Context: an optimization exercise on an open-source flow, tuned for small area. The choices shown serve that exercise and are no tape-out recipe. Only simulation tests tie the RTL to the original design; equivalence was not proved. Power is estimated from default activity; no workload was simulated.

// top_logic
module top_logic(
    input clk,
    input rst,
    input frz,
    input [4:0] level,
    input Dout,
    output vsync,
    output hsync,
    output [3:0] VGA_R,
    output [3:0] VGA_G,
    output [3:0] VGA_B,
    input BTNU,
    input BTND,
    input BTNL,
    input BTNR,
    output [7:0] seven_seg,
    output [7:0] sel,
    input pattern_select,
    input I_spi_miso,
    output O_spi_sck,
    output O_spi_cs,
    output O_spi_mosi
);
export LEC_CHECK = 0
export CAP_MARGIN = 20
export CORE_MARGIN = 2
export CORE_UTILIZATION = 40
export CTS_CLUSTER_DIAMETER = 110
export CTS_CLUSTER_SIZE = 25
export SLEW_MARGIN = 20
create_clock -name core_clock -period 20.0 [get_ports {clk}]
standard.sh (not shown) runs the stock make flow with config.mk's settings and CLKGATE_MAP_FILE= SYNTH_SCRIPT=/design/flow/synth_recipe.tcl, a recipe that flattens the netlist after the stock synthesis.
==> flow/flow/run.sh <==
#!/bin/bash
# Own layout flow: the standard flow (standard.sh) with one netlist step
# between synthesis and floorplan. polfix.py chooses the polarity of every full
# adder cell (a full adder is self-dual) so that fewer inverters are needed
# around the adder trees; registers and all other cells are left as they are.
# Each step writes its full output to its own log file in this folder.
set -euo pipefail
R=orfs/results/${FLOW_PLATFORM}/top_logic/base
bash standard.sh synth > log_1_synth.txt 2>&1
cp "$R/1_2_yosys.v" "$R/1_2_yosys_std.v"
python3 flow/polfix.py "$R/1_2_yosys_std.v" "$R/1_2_yosys.v" > log_2_polfix.txt 2>&1
rm -f "$R/1_synth.odb" "$R/1_synth.sdc"
bash standard.sh finish > log_3_finish.txt 2>&1
Other scripts of this flow, unchanged in this note and not shown: flow/flow/polfix.py
Next try:
--- a/flow/design.v
+++ b/flow/design.v
@@ -912,60 +912,70 @@
         txt <= over && text;
     always @(posedge clk) begin
         if (rst)
             final_pixel <= 0;
         else if (!over)
             final_pixel <= s1;
         else
             final_pixel <= {4'h0, {8{txt}}};
     end
     assign VGA_R = final_pixel[11:8];
     assign VGA_G = final_pixel[7:4];
     assign VGA_B = final_pixel[3:0];
-    reg [18:0] scnt;
-    wire [18:0] scnt_inc;
+    reg [10:0] slo;
+    reg [7:0]  shi;
+    wire slo_fb = slo[10] ^ slo[8] ^ (slo[9:0] == 10'd0);
+    wire slo_last = (slo == 11'd1024);
+    wire swrap = (shi == 8'd244) && (slo == 11'd792);
+    wire [7:0] shi_inc;
     wire u30;
-    rinc #(19) u_scnt(.a(scnt), .ci(1'b1), .s(scnt_inc), .co(u30));
+    rinc #(8) u_shi(.a(shi), .ci(slo_last), .s(shi_inc), .co(u30));
     always @(posedge clk) begin
-        if (rst) scnt <= 0;
-        else scnt <= (scnt == 19'd500000) ? 19'd1 : scnt_inc;
+        if (rst || swrap) begin
+            slo <= {10'd0, swrap};
+            shi <= 0;
+        end else begin
+            slo <= {slo[9:0], slo_fb};
+            shi <= shi_inc;
+        end
     end
+    wire [2:0] sdig = shi[2:0];      
     reg [3:0] digit;
     always @(*) begin
-        case (scnt[13:11])
+        case (sdig)
             3'd0: digit = score[3:0];
             3'd1: digit = score[7:4];
             3'd2: digit = score[11:8];
             3'd3: digit = score[15:12];
             default: digit = 4'hF;
         endcase
     end
     reg [7:0] seg;
     always @(*) begin
         case (digit)
             4'h0: seg = 8'hc0;
             4'h1: seg = 8'hf9;
             4'h2: seg = 8'ha4;
             4'h3: seg = 8'hb0;
             4'h4: seg = 8'h99;
             4'h5: seg = 8'h92;
             4'h6: seg = 8'h82;
             4'h7: seg = 8'hf8;
             4'h8: seg = 8'h80;
             4'h9: seg = 8'h90;
             default: seg = 8'hff;
         endcase
     end
     assign seven_seg = seg;
-    assign sel = ~(8'd1 << scnt[13:11]);
+    assign sel = ~(8'd1 << sdig);
     function disc12(input sx, input hx, input [3:0] lx, input sy, input hy, input [3:0] ly);
         reg [3:0] mx, my, w;
         reg rx, ry;
         begin
             mx = lx ^ {4{sx}};             
             my = ly ^ {4{sy}};             
             rx = hx && (sx ? (mx <= 4'd11) : (mx <= 4'd12));    
             ry = hy && (sy ? (my <= 4'd11) : (my <= 4'd12));
             case ({sy, my})                
                 5'd0:  w = 4'd12;                                         
                 5'd1, 5'd2, 5'd3, 5'd4, 5'd16, 5'd17, 5'd18, 5'd19: w = 4'd11;    
                 5'd5, 5'd6, 5'd20, 5'd21: w = 4'd10;                      
What happened: Via count goes up by about 2%; combinational power goes down by about 6%; setup slack improves by 0.13 ns; non-clock buffer count goes up by 2; die area goes down by about 0.5%; cell area goes down by about 0.6%; clock-buffer cell count stays the same; synthesized area goes down by about 0.5%; register-to-register slack improves by 0.18 ns; total power goes down by about 3.5%; first-iteration DRC count goes down by 10%; hold slack degrades by 0.0098 ns; routed wire length goes up by about 2%.

==> static timing again, ports no longer ideal <==
Ports are ideal in the flow. The routed layouts listed here were re-timed in OpenROAD.
Step 1 (the two cells are an assumption about what drives the block):
set clk [get_ports {clk}]
set_driving_cell -lib_cell sky130_fd_sc_hd__clkbuf_16 $clk
set_driving_cell -lib_cell sky130_fd_sc_hd__buf_2 [delete_from_list [all_inputs] $clk]
Step 2 also shifts input and output timing later by t, the mid clock arrival at the registers, as if the neighbouring blocks saw the same clock.
a / b / c = no drivers / after step 1 / after step 2; a / b = the first two.
| run | shift t [ns] | setup slack, ns | slew at the worst register clock pin (ns) |
|---|---|---|---|
| the first run | 0.571 | 1.089 / 1.109 / 0.538 | 0.11 / 0.11 |
| the second run | 0.574 | 1.223 / 1.254 / 0.680 | 0.12 / 0.12 |
After both steps setup and hold are still met in every run listed. The setup slack of the first run, which loses most, moves by +0.020 ns with the drivers and by -0.551 ns with both steps.
